This design comes from an exercise in tuning for small area, a short achievable clock period and few clock cycles per item on the open sky130 flow, not from production work. Function not checked in this run: the RTL went through the layout flow alone.

==> flow/design.v <==
module adder_sel #(
    parameter int Width = 16
) (
    input  logic signed [Width-1:0] x_i,
    input  logic signed [Width-1:0] y_i,
    input  logic                    d_i,
    output logic signed [Width-1:0] xn_o
);
  assign xn_o = (d_i) ? x_i + y_i : x_i - y_i;
endmodule
module barrel_shifter #(
    parameter int Width = 16
) (
    input  logic [Width-1:0] x_i,
    input  logic [      3:0] amount_i,
    output logic [Width-1:0] y_o
);
  logic [Width-1:0] s0, s1, s2;
  logic sign;
  assign sign = x_i[Width-1];
  assign s0   = (amount_i[0]) ? {{1{sign}}, x_i[Width-1:1]} : x_i;
  assign s1   = (amount_i[1]) ? {{2{sign}}, s0[Width-1:2]} : s0;
  assign s2   = (amount_i[2]) ? {{4{sign}}, s1[Width-1:4]} : s1;
  assign y_o  = (amount_i[3]) ? {{8{sign}}, s2[Width-1:8]} : s2;
endmodule
module counter #(
    parameter int Width = 4
) (
    input  logic             clk_i,
    input  logic             rst_i,
    input  logic             ena_i,
    input  logic [Width-1:0] max_i,
    output logic [Width-1:0] cnt_o,
    output logic             tick_o
);
  logic [Width-1:0] counter_q, counter_d;
  logic counter_done;
  always_ff @(posedge clk_i, posedge rst_i) begin
    if (rst_i) begin
      counter_q <= 'd0;
    end else if (ena_i) begin
      counter_q <= counter_d;
    end
  end
  assign counter_done = (counter_q == max_i - 'd1) ? 1'b1 : 1'b0;
  assign counter_d = (counter_done) ? 'd0 : counter_q + 'd1;
  assign cnt_o = counter_q;
  assign tick_o = counter_done;
endmodule
module fsm_cordic (
    input  logic clk_i,
    input  logic rst_i,
    input  logic start_cordic_i,
    input  logic cnt_tick_i,
    output logic sel_o,
    output logic ena1_o,
    output logic ena2_o,
    output logic ena_cnt_o,
    output logic done_tick_cordic_o
);
  typedef enum {
    IDLE,
    INIT_COND1,
    INIT_COND2,
    INC_ADDR,
    ITER_STAGE1,
    ITER_STAGE2,
    XXX
  } state_type_e;
  state_type_e state_reg, state_next;
  logic done_tick_d;
  always_ff @(posedge clk_i, posedge rst_i) begin
    if (rst_i) begin
      state_reg <= IDLE;
      done_tick_cordic_o <= 1'b0;
    end else begin
      state_reg <= state_next;
      done_tick_cordic_o <= done_tick_d;
    end
  end
  always_comb begin
    state_next         = state_reg;
    done_tick_d        = 1'b0;
    sel_o              = 1'b1;
    ena1_o             = 1'b0;
    ena2_o             = 1'b0;
    ena_cnt_o          = 1'b0;
    case (state_reg)
      IDLE: begin
        sel_o = 1'b0;
        if (start_cordic_i) begin
          state_next = INIT_COND1;
        end
      end
      INIT_COND1: begin
        sel_o = 1'b0;
        ena1_o = 1'b1;
        state_next = INIT_COND2;
      end
      INIT_COND2: begin
        sel_o = 1'b0;
        ena2_o = 1'b1;
        state_next = INC_ADDR;
      end
      INC_ADDR: begin
        ena_cnt_o  = 1'b1;
        state_next = ITER_STAGE1;
      end
      ITER_STAGE1: begin
        ena1_o = 1'b1;
        state_next = ITER_STAGE2;
      end
      ITER_STAGE2: begin
        ena2_o = 1'b1;
        if (cnt_tick_i) begin
          done_tick_d = 1'b1;
          ena_cnt_o = 1'b1;
          state_next = IDLE;
        end else begin
          state_next = INC_ADDR;
        end
      end
      default: begin
        state_next = XXX;
      end
    endcase
  end
endmodule
module mux #(
    parameter int Width = 16
) (
    input  logic [Width-1:0] x1_i,
    input  logic [Width-1:0] x2_i,
    input  logic             sel_i,
    output logic [Width-1:0] xn_o
);
  assign xn_o = (sel_i) ? x2_i : x1_i;
endmodule
module reg_ena #(
    parameter int Width = 16
) (
    input  logic             clk_i,
    input  logic             rst_i,
    input  logic             ena_i,
    input  logic [Width-1:0] d_i,
    output logic [Width-1:0] q_o
);
  always_ff @(posedge clk_i, posedge rst_i) begin
    if (rst_i) begin
      q_o <= 'd0;
    end else if (ena_i) begin
      q_o <= d_i;
    end
  end
endmodule
module rom_cordic #(
    parameter int Width = 16
) (
    input  logic [      3:0] addr_i,
    output logic [Width-1:0] data_o
);
  always_comb begin
    case (addr_i)
      4'd0:    data_o = 16'b0010110100000000;   
      4'd1:    data_o = 16'b0001101010010001;   
      4'd2:    data_o = 16'b0000111000001001;   
      4'd3:    data_o = 16'b0000011100100000;   
      4'd4:    data_o = 16'b0000001110010100;   
      4'd5:    data_o = 16'b0000000111001010;   
      4'd6:    data_o = 16'b0000000011100101;   
      4'd7:    data_o = 16'b0000000001110011;   
      4'd8:    data_o = 16'b0000000000111001;   
      4'd9:    data_o = 16'b0000000000011101;   
      4'd10:   data_o = 16'b0000000000001110;   
      4'd11:   data_o = 16'b0000000000000111;   
      4'd12:   data_o = 16'b0000000000000100;   
      4'd13:   data_o = 16'b0000000000000010;   
      4'd14:   data_o = 16'b0000000000000001;   
      4'd15:   data_o = 16'b0000000000000000;   
      default: data_o = 'x;
    endcase
  end
endmodule
module cordic #(
    parameter int Width = 16
) (
    input logic clk_i,
    input logic rst_i,
    input logic start_cordic_i,
    input logic [Width-1:0] x0_i,
    input logic [Width-1:0] y0_i,
    input logic [Width-1:0] z0_i,
    output logic [Width-1:0] xn_o,
    output logic [Width-1:0] yn_o,
    output logic [Width-1:0] zn_o,
    output logic done_tick_cordic_o
);
  wire di;
  wire [Width-1:0] xn, yn, zn;
  wire [Width-1:0] xn_mux, yn_mux, zn_mux;
  wire sel;
  wire [Width-1:0] xn_aux, yn_aux, zn_aux, rom_aux;
  wire ena1;
  wire ena2;
  wire ena_cnt;
  localparam logic [3:0] MaxIter = 'd15;
  wire [3:0] addr;
  wire cnt_tick;
  wire [Width-1:0] rom_data;
  wire [Width-1:0] xn_shift, yn_shift;
  wire [Width-1:0] xn_sum, yn_sum;
  assign di = zn_aux[Width-1];
  fsm_cordic fsm_cordic_inst (
      .clk_i(clk_i),
      .rst_i(rst_i),
      .start_cordic_i(start_cordic_i),
      .cnt_tick_i(cnt_tick),
      .sel_o(sel),
      .ena1_o(ena1),
      .ena2_o(ena2),
      .ena_cnt_o(ena_cnt),
      .done_tick_cordic_o(done_tick_cordic_o)
  );
  counter #(
      .Width(4)
  ) addr_counter (
      .clk_i (clk_i),
      .rst_i (rst_i),
      .ena_i (ena_cnt),
      .max_i (MaxIter),
      .cnt_o (addr),
      .tick_o(cnt_tick)
  );
  mux #(
      .Width(Width)
  ) mux_z (
      .x1_i (z0_i),
      .x2_i (zn),
      .sel_i(sel),
      .xn_o (zn_mux)
  );
  reg_ena #(
      .Width(Width)
  ) reg_z (
      .clk_i(clk_i),
      .rst_i(rst_i),
      .ena_i(ena1),
      .d_i  (zn_mux),
      .q_o  (zn_aux)
  );
  rom_cordic #(
      .Width(Width)
  ) angle_rom (
      .addr_i(addr),
      .data_o(rom_data)
  );
  reg_ena #(
      .Width(Width)
  ) reg_rom (
      .clk_i(clk_i),
      .rst_i(rst_i),
      .ena_i(ena1),
      .d_i  (rom_data),
      .q_o  (rom_aux)
  );
  adder_sel #(
      .Width(Width)
  ) sum_z (
      .x_i (zn_aux),
      .y_i (rom_aux),
      .d_i (di),
      .xn_o(zn)
  );
  mux #(
      .Width(Width)
  ) mux_x (
      .x1_i (x0_i),
      .x2_i (xn),
      .sel_i(sel),
      .xn_o (xn_mux)
  );
  reg_ena #(
      .Width(Width)
  ) reg_x (
      .clk_i(clk_i),
      .rst_i(rst_i),
      .ena_i(ena1),
      .d_i  (xn_mux),
      .q_o  (xn_aux)
  );
  barrel_shifter #(
      .Width(Width)
  ) shifter_x (
      .x_i(xn_aux),
      .amount_i(addr),
      .y_o(xn_shift)
  );
  adder_sel #(
      .Width(Width)
  ) sum_x (
      .x_i (xn_aux),
      .y_i (yn_shift),
      .d_i (di),
      .xn_o(xn_sum)
  );
  reg_ena #(
      .Width(Width)
  ) reg_xn (
      .clk_i(clk_i),
      .rst_i(rst_i),
      .ena_i(ena2),
      .d_i  (xn_sum),
      .q_o  (xn)
  );
  mux #(
      .Width(Width)
  ) mux_y (
      .x1_i (y0_i),
      .x2_i (yn),
      .sel_i(sel),
      .xn_o (yn_mux)
  );
  reg_ena #(
      .Width(Width)
  ) reg_y (
      .clk_i(clk_i),
      .rst_i(rst_i),
      .ena_i(ena1),
      .d_i  (yn_mux),
      .q_o  (yn_aux)
  );
  barrel_shifter #(
      .Width(Width)
  ) shifter_y (
      .x_i(yn_aux),
      .amount_i(addr),
      .y_o(yn_shift)
  );
  adder_sel #(
      .Width(Width)
  ) sum_y (
      .x_i (yn_aux),
      .y_i (xn_shift),
      .d_i (~di),
      .xn_o(yn_sum)
  );
  reg_ena #(
      .Width(Width)
  ) reg_yn (
      .clk_i(clk_i),
      .rst_i(rst_i),
      .ena_i(ena2),
      .d_i  (yn_sum),
      .q_o  (yn)
  );
  assign xn_o = xn;
  assign yn_o = yn;
  assign zn_o = zn;
endmodule
==> flow/run.sh <==
#!/bin/bash
# synth_recipe.tcl (not shown) runs the flow's synth.tcl, then flattens the netlist and writes it again
# the make line also repeats each setting of config.mk as NAME=value (left out here)
make -C /OpenROAD-flow-scripts/flow DESIGN_CONFIG=/design/flow/config.mk WORK_HOME=/design/flow/orfs CLKGATE_MAP_FILE= SYNTH_SCRIPT=/design/flow/synth_recipe.tcl finish
==> flow/config.mk <==
export PLATFORM = sky130hd
export DESIGN_NAME = cordic
export DESIGN_NICKNAME = cordic
export VERILOG_FILES = /design/flow/design.v
export SDC_FILE = /design/flow/constraint.sdc
export NUM_CORES = 4
export LEC_CHECK = 0
export CAP_MARGIN = 20
export CORE_MARGIN = 2
export CORE_UTILIZATION = 40
export SLEW_MARGIN = 20
==> flow/constraint.sdc <==
create_clock -name core_clock -period 5.5 [get_ports {clk_i}]
set_input_delay 1.1000 -clock core_clock [delete_from_list [all_inputs] [get_ports {clk_i}]]
set_output_delay 1.1000 -clock core_clock [all_outputs]
set_load 0.01 [all_outputs]
==> reports/summary.txt <==
Metal2 WL: 12.1 mm
Critical Path AT: 4.09 ns
Per-cell routed wire length: 17.4 um
Min Tclk post-route: 5.19 ns
Post-synthesis async set-or-reset flop share: 1.00
Share of layout cells above drive strength 1: 0.0938
Fmax: 0.193 GHz
Initial drt markers: 663
Cts hold-fix bufs: 0
Critical path capture point type: output port
Reg area: 0.00255 mm2
Sequential fraction of the synthesis area: 0.280
FF+latch count, synth: 102
Syn nets: 1222
Core area: 0.0225 mm2
Worst hold path type: register to register
Die footprint: 0.0240 mm2
Max Cap Viol: 0
Top cell type's share of synthesized area: 0.280
Clock sinks: 102
Crit-path slowest cell: clkdlybuf4s50_1
Fin. Hold Viols: 0
Final Cycle Share: 0.944
Area added between synthesis and finish: 17.6%
Mean post-synth cell area: 8.20 um2
Fillcell total: 2216
Chip width: 155 um
Setup_tns: 0 ns
Vias: 8288
Worst-Margin Slew: 0.978 ns
Routed Antenna Nets: 0
Final Setup Violations: 0
Num CTS Buffers: 9
Top cell type by total area after synthesis: dfrtp_1
Port bufs: 99
Post-synth top flop: dfrtp_1
Critical path launch point type: register
Slew headroom: 0.348
Crit-path max FO: 5
Cell Chain, Critical Path: inv_1 > ha_1 > mux2_2 > fa_1 > a21o_1 > a21oi_1 > nor2b_1 > o21a_1 > o41ai_2 > o21bai_1 > a31o_2 > xor2_1 > clkdlybuf4s50_1
Post-synth EDFFs: 0
TritonCTS clock tree: yes
Area of the multi-input gates: 0.00618 mm2
Row cnt: 55
Slowest stage delay, CP: 0.55 ns
Critical path type: register to output port
Vias in the first global route: 8002
Initial Utilization: 0.405
Clk slew on worst S/H paths: 0.07 ns
Status: no timing/DRC/antenna violations
GR Util All Layers: 0.219
Number of detailed-route iterations in the first pass: 5
Max Buffers Root-to-Sink: 2
GRT overflow: 0
Routed metal-1 wire length: 11.6 mm
Mapped Cells: 1111
Yosys cell types: 77
Clk root buf: clkbuf_16
H-tree lvl count: 3
Ports: 100
Syn Std Cell Area: 0.00910 mm2
First-pass GRT wire length: 41.9 mm
Number of diodes: 0
Yosys warning total: 4
Number of antenna violations at the first check in global routing: 0
Required time of the critical path: 4.40 ns
WL met3: 1.38 mm
Final WL: 25.5 mm
Routability congestion estimate: 0.941
Nets: 1290
Slew Viols, Final: 0
Top layer in use: met4
Final setup skew: 0.00737 ns
RSZ-0062 raised after global routing: no
Via-to-Cell Ratio: 5.64
Insertion delay of the later-clocked pin in the worst-skew pair: 0.37 ns
Top post-synthesis cells by area: dfrtp_1, ha_1, nand2_1, nor2_1, a21oi_1
Drt drc: 0
Die H: 155 um
Largest net degree at the start of global routing: 66
Hpwl dp: 18.7 mm
[worst paths after layout]
check	startpoint	to	slack [ns]	depth (start not counted)
setup / recovery	reg_rom.q_o[0]	zn_o[14]	0.31	13
hold / removal	reg_z.q_o[10]	reg_z.q_o[10]	0.49	2
setup reg to reg	addr_counter.counter_q[0]	reg_yn.q_o[15]	0.50	17
hold reg to reg	reg_z.q_o[10]	reg_z.q_o[10]	0.49	2
max in group asynchronous	rst_i	reg_xn.q_o[15]	3.22	3
min in group asynchronous	rst_i	reg_z.q_o[8]	1.26	2
[worst max-delay path: cells and delay by family, from the launching register on]
kind | cells | cell delay (ns)
adder cells (fa/ha/maj) | 2 | 0.72
AO/OA/AOI/OAI | 6 | 1.44
flip-flops | 1 | 0.43
AND/OR/NAND/NOR | 1 | 0.08
XOR/XNOR | 1 | 0.14
multiplexers | 1 | 0.30
buffers and inverters | 2 | 0.61
[cell usage in the layout, fill, tap and decap left out, types with 8 or more instances in the layout]
cell type        instances
a21o_1                  12
nand2_1                159
xor2_1                  47
nor3_1                  18
nor2b_1                 10
dfrtp_1                101
a31oi_1                 52
mux4_2                  18
mux2i_1                 22
o211ai_1                11
clkbuf_16                9
ha_1                    57
nor2_1                 145
and3_1                   8
xnor2_1                 32
buf_4                   23
nand2b_1                14
inv_1                   26
nand3_1                 26
clkdlybuf4s50_1         99
mux2_2                  27
o21ai_0                 47
a21oi_1                 88
[area by class of cell]
| cell class | instances | share of cell area |
|---|---|---|
| Clock buffer | 10 | 0.0223 |
| Multi-Input combinational cell | 913 | 0.577 |
| Inverter | 31 | 0.0111 |
| Timing Repair Buffer | 122 | 0.109 |
| Clock inverter | 6 | 0.00865 |
| Tap cell | 285 | 0.0333 |
| Sequential cell | 102 | 0.239 |
[Yosys cell counts (all sizes together), types with 4 or more instances]
master,instances
a21o,12
a21oi,89
a22oi,6
a31oi,52
and2,4
and3,9
buf,24
clkbuf,41
dfrtp,102
ha,57
inv,29
mux2,27
mux2i,22
mux4,22
nand2,161
nand2b,14
nand3,26
nand4,4
nor2,145
nor2b,11
nor3,18
o211ai,11
o21a,6
o21ai,52
o22ai,5
o31ai,5
or2,7
or3,7
xnor2,32
xor2,47
[repair_timing]
item / CTS / global route
hold endpoints to repair: 0 / 0
setup buffers: 0 / 0
gates resized for setup: 0 / 2
setup endpoints to repair: 0 / 2
[per-stage QoR]
stage	cells	hold slack [ns]	instance area (um2)	setup WS (ns)	utilization
finish	1469	0.493	10700	0.310	0.476
detailed placement	1453	0.488	10400	0.449	0.460
CTS	1469	0.506	10700	0.0345	0.475
global placement	1453	0.482	10400	0.521	0.460
floorplan	1111	0.456	9100	0.990	-
global route	1469	0.538	10700	0.126	0.476
[routing by layer]
metal  vias to the layer above  GRT usage
li1                       4106          -
met1                      3928      0.293
met2                       228      0.365
met3                        26     0.0340
met4                         0     0.0675
met5                         -          0
[kinds of logic (layout without fill, tap and decap cells)]
| family | Yosys count | after routing | share of synthesized area |
|---|---|---|---|
| AO/OA/AOI/OAI | 279 | 279 | 0.191 |
| XOR/XNOR | 79 | 79 | 0.0760 |
| adder cells (fa/ha/maj) | 60 | 60 | 0.0849 |
| buffers and inverters | 96 | 169 | 0.0466 |
| flip-flops | 102 | 102 | 0.280 |
| multiplexers | 71 | 71 | 0.114 |
| AND/OR/NAND/NOR | 424 | 424 | 0.207 |

## static timing again, ports no longer ideal
The flow's constraints put no driver on any port. The routed layout listed below was extracted and timed again, unchanged, in two steps.
Step 1, drivers: a clkbuf_16 drives clk_i and a buf_2 each remaining input, both assumed.
Step 2 adds t to the input delays and takes it off the output delays; t is the mean of the earliest and latest rising clock arrival at the registers after step 1. Input paths then give back, and output paths get back, about the clock's delay inside the block.
Slacks: no drivers / after step 1 / after step 2; pairs: no drivers / after step 1.
t (ns): 0.413
setup WS [ns]: 0.310 / 0.260 / 0.496
worst setup path at the end: register to register
slew at the worst register clock pin (ns): 0.08 / 0.08
worst data-port slew with drivers (ns): 0.04
After both steps setup and hold are still met in this run. The setup slack of this run moves by -0.050 ns with the drivers and by +0.186 ns with both steps.
